This design comes from an exercise in tuning for small area on the open sky130 flow, not from production work.
RTL that was checked went through simulation tests only; none was proved equivalent to the original.
Power figures rest on the tool's default switching activity, not on a simulated workload.

job 8274:
Design top, start of the top module:
module top (
    input  wire       clk_2m,
    input  wire       clk_10k,
    input  wire       rst_n,
    output wire       m_seq_out,
    output wire       sys_clk_out,
    output wire       locked,
    output wire [3:0] DCBA,
    output wire [5:0] w_out,
    output wire       dot
);
reg sync0, sync1;
always @(posedge clk_2m or negedge rst_n) begin
    if (!rst_n) begin
        sync0 <= 1'b0;
        sync1 <= 1'b0;
    end else begin
        sync0 <= clk_10k;
        sync1 <= sync0;
    end
end
wire rise = sync0 & ~sync1;
localparam [20:0] GATE_FIRST = 21'h0bf6b1;
localparam [20:0] GATE_LAST  = 21'h11fb58;
reg [20:0] gate_cnt;
reg        gate_done;
wire       gate_hit = (gate_cnt == GATE_LAST);
always @(posedge clk_2m or negedge rst_n) begin
    if (!rst_n) begin
        gate_cnt  <= GATE_FIRST;
        gate_done <= 1'b0;
    end else begin
        gate_cnt  <= {gate_cnt[19:0], gate_cnt[20] ^ gate_cnt[18]} ^ {1'b0, gate_hit, 19'b0};
        gate_done <= gate_hit;
    end
end
m_sequence_generator m_seq_gen (
    .clk_2m(clk_2m),
  ...
Size in the first run: ~900 cells after synthesis, about 300 flip-flops, roughly 13,000 um^2 of cells after synthesis.
==> flow/config.mk <==
export PLATFORM = sky130hd
export DESIGN_NAME = top
export DESIGN_NICKNAME = top
export VERILOG_FILES = /design/flow/design.v
export SDC_FILE = /design/flow/constraint.sdc
export NUM_CORES = 4
export LEC_CHECK = 0
export CAP_MARGIN = 20
export CORE_MARGIN = 2
export CORE_UTILIZATION = 65
export SLEW_MARGIN = 20
==> flow/constraint.sdc <==
create_clock -name core_clock -period 40.0 [get_ports {clk_2m}]
set_input_delay 8.0000 -clock core_clock [delete_from_list [all_inputs] [get_ports {clk_2m}]]
set_output_delay 8.0000 -clock core_clock [all_outputs]
set_load 0.01 [all_outputs]
standard.sh (not shown) runs the stock make flow with config.mk's settings and CLKGATE_MAP_FILE= SYNTH_SCRIPT=/design/flow/synth_recipe.tcl, a recipe that flattens the netlist after the stock synthesis.
==> flow/flow/run.sh <==
#!/bin/bash
# Standard layout, with clock tree synthesis run without dummy loads and the
# port buffers built from the smallest buffer.
set -euo pipefail
export CTS_ARGS="-sink_clustering_enable -repair_clock_nets -dont_use_dummy_load -buf_list sky130_fd_sc_hd__clkbuf_8 -sink_clustering_size 20 -sink_clustering_max_diameter 50"
export BUFFER_PORTS_ARGS="-buffer_cell sky130_fd_sc_hd__buf_1"
bash standard.sh > standard.log 2>&1
Setup changes, job 8274 to job 4338
Settings: swapping 65 for 40 in CORE_UTILIZATION.
==> flow/flow/run.sh <==
#!/bin/bash
# Standard layout, with clock tree synthesis run without dummy loads.
set -euo pipefail
export CTS_ARGS="-sink_clustering_enable -repair_clock_nets -dont_use_dummy_load -buf_list sky130_fd_sc_hd__clkbuf_8 -sink_clustering_size 20 -sink_clustering_max_diameter 50"
bash standard.sh > standard.log 2>&1
## What came out
- Of job 8274 and job 4338, the run reporting the higher part of the power in the clock network was job 4338.
- Number of tapcells ended up 64% higher on job 4338 than on job 8274.
- Cmp job 8274 and job 4338 / via count of the first global-routing pass / lower: job 4338
- The setup slack reported for job 4338 is greater than that of job 8274 by 0.37 ns.
#### Input delta (job 3303 over job 4338)
Settings: a change of CORE_UTILIZATION from 40 to 65.
==> flow/flow/run.sh <==
#!/bin/bash
# Standard layout, with clock tree synthesis run without dummy loads and the
# port buffers built from the smallest buffer.
set -euo pipefail
export CTS_ARGS="-sink_clustering_enable -repair_clock_nets -dont_use_dummy_load -buf_list sky130_fd_sc_hd__clkbuf_8 -sink_clustering_size 30 -sink_clustering_max_diameter 45"
export BUFFER_PORTS_ARGS="-buffer_cell sky130_fd_sc_hd__buf_1"
bash standard.sh > standard.log 2>&1
Notes after the runs:
Final weighted congestion in routability-driven placement | job 3303 above job 4338. Summary of job 3303 over job 4338: area overhead of the layout relative to synthesis went down 1.6 points, smallest setup slack after layout now smaller, internal portion of total power up 3.4%, total routing usage reported by global routing increased 8.9 points. Per the comparison of job 3303 with job 4338, count of vias placed by the detailed router has increased; proportion of layout cells with a drive suffix above 1 picked up an extra 0.47 points; total of fill cells in the finished design shrank by 1,531; power attributed to the clock group saw an increase. Against job 4338, job 3303 reports a placeable core region that is lower. Between job 3303 and job 4338, it is job 3303 whose routed via count divided by cell count is higher, by 16%.
The following lists how job 7092 was set up differently from job 3303:
Settings: CORE_UTILIZATION changed from 65 to 80.
diff --git a/flow/flow/run.sh b/flow/flow/run.sh
--- a/flow/flow/run.sh
+++ b/flow/flow/run.sh
@@ -5 +5 @@
-export CTS_ARGS="-sink_clustering_enable -repair_clock_nets -dont_use_dummy_load -buf_list sky130_fd_sc_hd__clkbuf_8 -sink_clustering_size 30 -sink_clustering_max_diameter 45"
+export CTS_ARGS="-sink_clustering_enable -repair_clock_nets -dont_use_dummy_load -buf_list sky130_fd_sc_hd__clkbuf_8 -sink_clustering_size 20 -sink_clustering_max_diameter 50"
## What came out
- Per the final summary, job 7092 finished and its layout is clean on timing, DRC and antenna.
- Clock transition at the register clock pins on the worst setup and hold paths after CTS for job 7092: 0.02 ns down relative to job 3303
- Of job 3303 and job 7092, the run reporting the lower final non-filler cell total was job 7092.
- Job 7092 vs. job 3303: met2 global-route usage shows an increase of 14 points, number of buffers created by CTS decreased 12, power went down 4.0%, full die area went down by about 18%, final setup slack of the worst path fell 0.24 ns.
- Of job 3303 and job 7092, job 7092 shows the lower cell count after placement, with job 3303 above it.

========
The RTL this note starts from:
==> flow/design.v <==
module m_sequence_generator (
    input  wire clk_2m,
    input  wire rst_n,
    input  wire step,
    output reg  m_seq_out
);
reg [7:0] lfsr;
wire feedback = lfsr[7] ^ lfsr[3] ^ lfsr[2] ^ lfsr[1];
always @(posedge clk_2m or negedge rst_n) begin
    if (!rst_n) begin
        lfsr      <= 8'b10101010;
        m_seq_out <= 1'b0;
    end else if (step) begin
        lfsr      <= {lfsr[6:0], feedback};
        m_seq_out <= lfsr[7];
    end
end
endmodule
module dpll_clock_recovery (
    input  wire clk_2m,
    input  wire rst_n,
    input  wire pulse_edge,      
    input  wire gate_done,       
    input  wire m_seq_in,
    output reg  recovered_clk,
    output reg  locked
);
parameter KP = 8'h10;    
parameter KI = 8'h05;    
reg [30:0] acc;
reg [30:0] INIT_INC;
reg        gate_done_d;
wire       cnt = pulse_edge & ~gate_done;
wire [30:0] acc_next;
rca #(31) acc_add (
    .a(acc & {31{~gate_done_d}}),
    .b({19'd0, cnt, 4'd0, cnt, cnt, 3'd0, cnt, cnt}),    
    .ci(1'b0),
    .s(acc_next)
);
always @(posedge clk_2m or negedge rst_n) begin
    if (!rst_n) begin
        acc         <= 31'd0;
        gate_done_d <= 1'b0;
    end else begin
        gate_done_d <= gate_done;
        acc         <= acc_next;
    end
end
wire load_all = ~rst_n;
always @(posedge clk_2m) begin
    if (gate_done_d | load_all)
        INIT_INC <= acc;
end
reg [1:0] m_seq_delay;
always @(posedge clk_2m) m_seq_delay <= {m_seq_delay[0], m_seq_in};
wire edge_detected = m_seq_delay[1] ^ m_seq_delay[0];
reg [15:0] phase_now, phase_diff, phase_error;
reg [21:0] int_error;      
reg [31:0] dco_phase;
reg [31:0] dco_increment;
reg [7:0]  lock_counter;
wire [21:0] int_sum;
rca #(22) int_add (
    .a(int_error),
    .b({{8{phase_error[15]}}, phase_error[15:2]}),
    .ci(1'b0),
    .s(int_sum)
);
wire int_hi = ~int_error[21] & int_error[20];
wire int_lo = int_error[21] & (~int_error[20] | ~|int_error[19:0]);
wire [21:0] int_next = int_hi ? 22'h0FFFFF :
                       int_lo ? 22'h300001 : int_sum;
wire [23:0] int_sx = {{2{int_error[21]}}, int_error};
wire [23:0] int5;
rca #(24) int5_add (
    .a(int_sx),
    .b({int_sx[21:0], 2'b00}),
    .ci(1'b0),
    .s(int5)
);
wire [23:0] i_term = {{8{int5[23]}}, int5[23:8]};
wire [24:0] pi_sum;
rca #(25) pi_add (
    .a({1'b0, i_term}),
    .b({9'd0, phase_error}),
    .ci(1'b0),
    .s(pi_sum)
);
wire [31:0] inc_next;
rca #(32) inc_add (
    .a({1'b0, INIT_INC}),
    .b({7'd0, pi_sum}),
    .ci(1'b0),
    .s(inc_next)
);
wire pe_small = phase_error[15] ? (phase_error > 16'hFFCE) : (phase_error < 16'd50);
wire lc_sat = pe_small ? (&lock_counter) : ~|lock_counter;
wire [7:0] lc_next;
rca #(8) lc_add (
    .a(lock_counter),
    .b({{7{~pe_small}}, 1'b1}),
    .ci(1'b0),
    .s(lc_next)
);
wire [31:0] phase_next;
rca #(32) nco_add (
    .a(dco_phase),
    .b(dco_increment),
    .ci(1'b0),
    .s(phase_next)
);
always @(posedge clk_2m or negedge rst_n) begin
    if (!rst_n) begin
        int_error     <= 22'd0;
        dco_phase     <= 32'd0;
        lock_counter  <= 8'd0;
        recovered_clk <= 1'b0;
        locked        <= 1'b0;
    end else begin
        if (edge_detected) begin
            int_error <= int_next;
            if (!lc_sat)
                lock_counter <= lc_next;
        end
        dco_phase     <= phase_next;
        recovered_clk <= dco_phase[31];
        locked        <= (lock_counter > 8'd32);
    end
end
always @(posedge clk_2m) begin
    if (edge_detected | load_all) begin
        phase_now     <= dco_phase[31:16];
        phase_diff    <= phase_now;
        phase_error   <= phase_diff;
        dco_increment <= inc_next;
    end
end
endmodule
module display (
    input  wire       sys_clk,
    input  wire       rst_n,
    input  wire       pulse_edge,
    input  wire       gate_done,
    output wire       dot,
    output reg  [3:0] DCBA,
    output reg  [5:0] w_out
);
reg [23:0] pulse_bcd;    
reg [23:0] freq_bcd;     
reg [23:0] bcd_inc;
reg        carry;
integer k;
always @(*) begin
    carry = 1'b1;
    for (k = 0; k < 6; k = k + 1) begin
        if (carry && pulse_bcd[4*k +: 4] == 4'd9) begin
            bcd_inc[4*k +: 4] = 4'd0;
        end else begin
            bcd_inc[4*k +: 4] = pulse_bcd[4*k +: 4] + {3'b0, carry};
            carry = 1'b0;
        end
    end
end
always @(posedge sys_clk or negedge rst_n) begin
    if (!rst_n) begin
        pulse_bcd <= 24'd0;
        freq_bcd  <= 24'd0;
    end else begin
        if (gate_done) begin
            freq_bcd  <= pulse_bcd;
            pulse_bcd <= 24'd0;
        end else if (pulse_edge) begin
            pulse_bcd <= bcd_inc;
        end
    end
end
localparam [10:0] SCAN_FIRST = 11'h066;
localparam [10:0] SCAN_LAST  = 11'h533;
reg [10:0] scan_cnt;
reg [2:0]  scan_sel;
wire       scan_hit = (scan_cnt == SCAN_LAST);
always @(posedge sys_clk or negedge rst_n) begin
    if (!rst_n) begin
        scan_cnt <= SCAN_FIRST;
        scan_sel <= 3'd0;
    end else begin
        scan_cnt <= {scan_cnt[9:0], scan_cnt[10] ^ scan_cnt[8]} ^ {1'b0, scan_hit, 9'b0};
        if (scan_hit)
            scan_sel <= scan_sel + 1'b1;
    end
end
assign dot = 1'b1;
always @(*) begin
    case (scan_sel)
        3'd0: begin w_out = 6'b111110; DCBA = freq_bcd[23:20]; end
        3'd1: begin w_out = 6'b111101; DCBA = freq_bcd[19:16]; end
        3'd2: begin w_out = 6'b111011; DCBA = freq_bcd[15:12]; end
        3'd3: begin w_out = 6'b110111; DCBA = freq_bcd[11:8];  end
        3'd4: begin w_out = 6'b101111; DCBA = freq_bcd[7:4];   end
        3'd5: begin w_out = 6'b011111; DCBA = freq_bcd[3:0];   end
        default: begin w_out = 6'b111111; DCBA = 4'd0; end
    endcase
end
endmodule
module top (
    input  wire       clk_2m,
    input  wire       clk_10k,
    input  wire       rst_n,
    output wire       m_seq_out,
    output wire       sys_clk_out,
    output wire       locked,
    output wire [3:0] DCBA,
    output wire [5:0] w_out,
    output wire       dot
);
reg sync0, sync1;
always @(posedge clk_2m or negedge rst_n) begin
    if (!rst_n) begin
        sync0 <= 1'b0;
        sync1 <= 1'b0;
    end else begin
        sync0 <= clk_10k;
        sync1 <= sync0;
    end
end
wire rise = sync0 & ~sync1;
localparam [20:0] GATE_FIRST = 21'h0bf6b1;
localparam [20:0] GATE_LAST  = 21'h11fb58;
reg [20:0] gate_cnt;
reg        gate_done;
wire       gate_hit = (gate_cnt == GATE_LAST);
always @(posedge clk_2m or negedge rst_n) begin
    if (!rst_n) begin
        gate_cnt  <= GATE_FIRST;
        gate_done <= 1'b0;
    end else begin
        gate_cnt  <= {gate_cnt[19:0], gate_cnt[20] ^ gate_cnt[18]} ^ {1'b0, gate_hit, 19'b0};
        gate_done <= gate_hit;
    end
end
m_sequence_generator m_seq_gen (
    .clk_2m(clk_2m),
    .rst_n(rst_n),
    .step(rise),
    .m_seq_out(m_seq_out)
);
dpll_clock_recovery dpll_clock_recovery (
    .clk_2m(clk_2m),
    .rst_n(rst_n),
    .pulse_edge(rise),
    .gate_done(gate_done),
    .m_seq_in(m_seq_out),
    .recovered_clk(sys_clk_out),
    .locked(locked)
);
display display (
    .sys_clk(clk_2m),
    .rst_n(rst_n),
    .pulse_edge(rise),
    .gate_done(gate_done),
    .dot(dot),
    .DCBA(DCBA),
    .w_out(w_out)
);
endmodule
module rca #(
    parameter W = 8
) (
    input  wire [W-1:0] a,
    input  wire [W-1:0] b,
    input  wire         ci,
    output wire [W-1:0] s
);
wire [W:0] c;
assign c[0] = ci;
genvar i;
generate
    for (i = 0; i < W; i = i + 1) begin : bit_
        assign s[i]   = a[i] ^ b[i] ^ c[i];
        assign c[i+1] = (a[i] & b[i]) | (c[i] & (a[i] ^ b[i]));
    end
endgenerate
endmodule
clock: 40.0 ns
lec_check: 0
cap_margin: 20
core_margin: 2
core_utilization: 40
cts_buf_list: sky130_fd_sc_hd__clkbuf_16
cts_cluster_diameter: 60
cts_cluster_size: 30
slew_margin: 20
run.sh (not shown) runs the stock make flow with config.mk's settings and CLKGATE_MAP_FILE= SYNTH_SCRIPT=/design/flow/synth_recipe.tcl, a recipe that flattens the netlist after the stock synthesis.
Stock flow here: none of the scripts above is used.
==> next run, changes <==
--- a/flow/config.mk
+++ b/flow/config.mk
@@ -11,3 +11,2 @@
-export CTS_BUF_LIST = sky130_fd_sc_hd__clkbuf_16
-export CTS_CLUSTER_DIAMETER = 60
-export CTS_CLUSTER_SIZE = 30
+export CTS_BUF_LIST = sky130_fd_sc_hd__clkbuf_4
+export CTS_CLUSTER_SIZE = 20
Hold slack is worse by 12 ps.
Area after synthesis stays the same.
Clock skew is higher by 39 ps.
Setup slack is better by 5.3 ps.
Flip-flop and latch count stays the same.
Via count is higher by 5.6%.
Final area is higher by 0.81%.
==> next run, changes <==
--- a/flow/config.mk
+++ b/flow/config.mk
@@ -11,2 +10,0 @@
-export CTS_BUF_LIST = sky130_fd_sc_hd__clkbuf_4
-export CTS_CLUSTER_SIZE = 20
Non-clock buffer count does not change.
Worst setup slack is worse by 16 ps.
Fmax stays flat.
==> next run, changes <==
--- a/flow/config.mk
+++ b/flow/config.mk
@@ -10,0 +11,3 @@
+export CTS_BUF_LIST = sky130_fd_sc_hd__clkbuf_8
+export CTS_CLUSTER_DIAMETER = 50
+export CTS_CLUSTER_SIZE = 20
Clock power decreases by 30%. Power falls by 12%. Final cell count hardly moves. Worst hold slack is better by 4.8 ps. Clock skew went up by 35 ps. Final area decreases by 2.7%. Wire length came out lower by 1.1%. Area after synthesis stays the same. Worst setup slack improves by 37 ps. Via count fell by 0.38%.
No run of this note included a check of the RTL's function; only the layout flow was run.

==> afterwards: timing with drivers on the ports <==
No port has a modelled driver above. Below, the same layouts with a new extraction and two added sets of constraints. Step 1 assumes that a clkbuf_16 drives the clock port and a buf_2 every other input. Step 2 adds t to the input delays and takes it off the output delays; t is the mean of the earliest and latest rising clock arrival at the registers after step 1. Input paths then give back, and output paths get back, about the clock's delay inside the block. Slacks: no drivers / after step 1 / after step 2; pairs: no drivers / after step 1.
run | shift t [ns] | setup WS [ns] | hold slack, ns | clock arrival spread, ns
job 8274 | 0.592 | 25.167 / 25.174 / 24.582 | 0.348 / 0.348 / 0.348 | 0.105 / 0.106
job 4338 | 0.607 | 25.535 / 25.531 / 24.924 | 0.334 / 0.334 / 0.334 | 0.110 / 0.110
job 3303 | 0.558 | 25.127 / 25.135 / 24.577 | 0.352 / 0.352 / 0.352 | 0.086 / 0.086
job 7092 | 0.575 | 24.888 / 24.906 / 24.331 | 0.370 / 0.370 / 0.370 | 0.100 / 0.100
the first run of note 2 | 0.585 | 26.702 / 26.702 / 26.702 | 0.367 / 0.367 / 0.367 | 0.019 / 0.019
the second run of note 2 | 0.706 | 26.707 / 26.707 / 26.707 | 0.355 / 0.355 / 0.355 | 0.060 / 0.060
the third run of note 2 | 0.542 | 26.691 / 26.691 / 26.691 | 0.363 / 0.363 / 0.363 | 0.015 / 0.015
the fourth run of note 2 | 0.565 | 26.728 / 26.728 / 26.728 | 0.368 / 0.368 / 0.368 | 0.056 / 0.056
After both steps every run listed still meets setup and hold. For job 4338, which loses most, drivers alone change the setup slack by -0.004 ns; drivers and shift together by -0.611 ns.
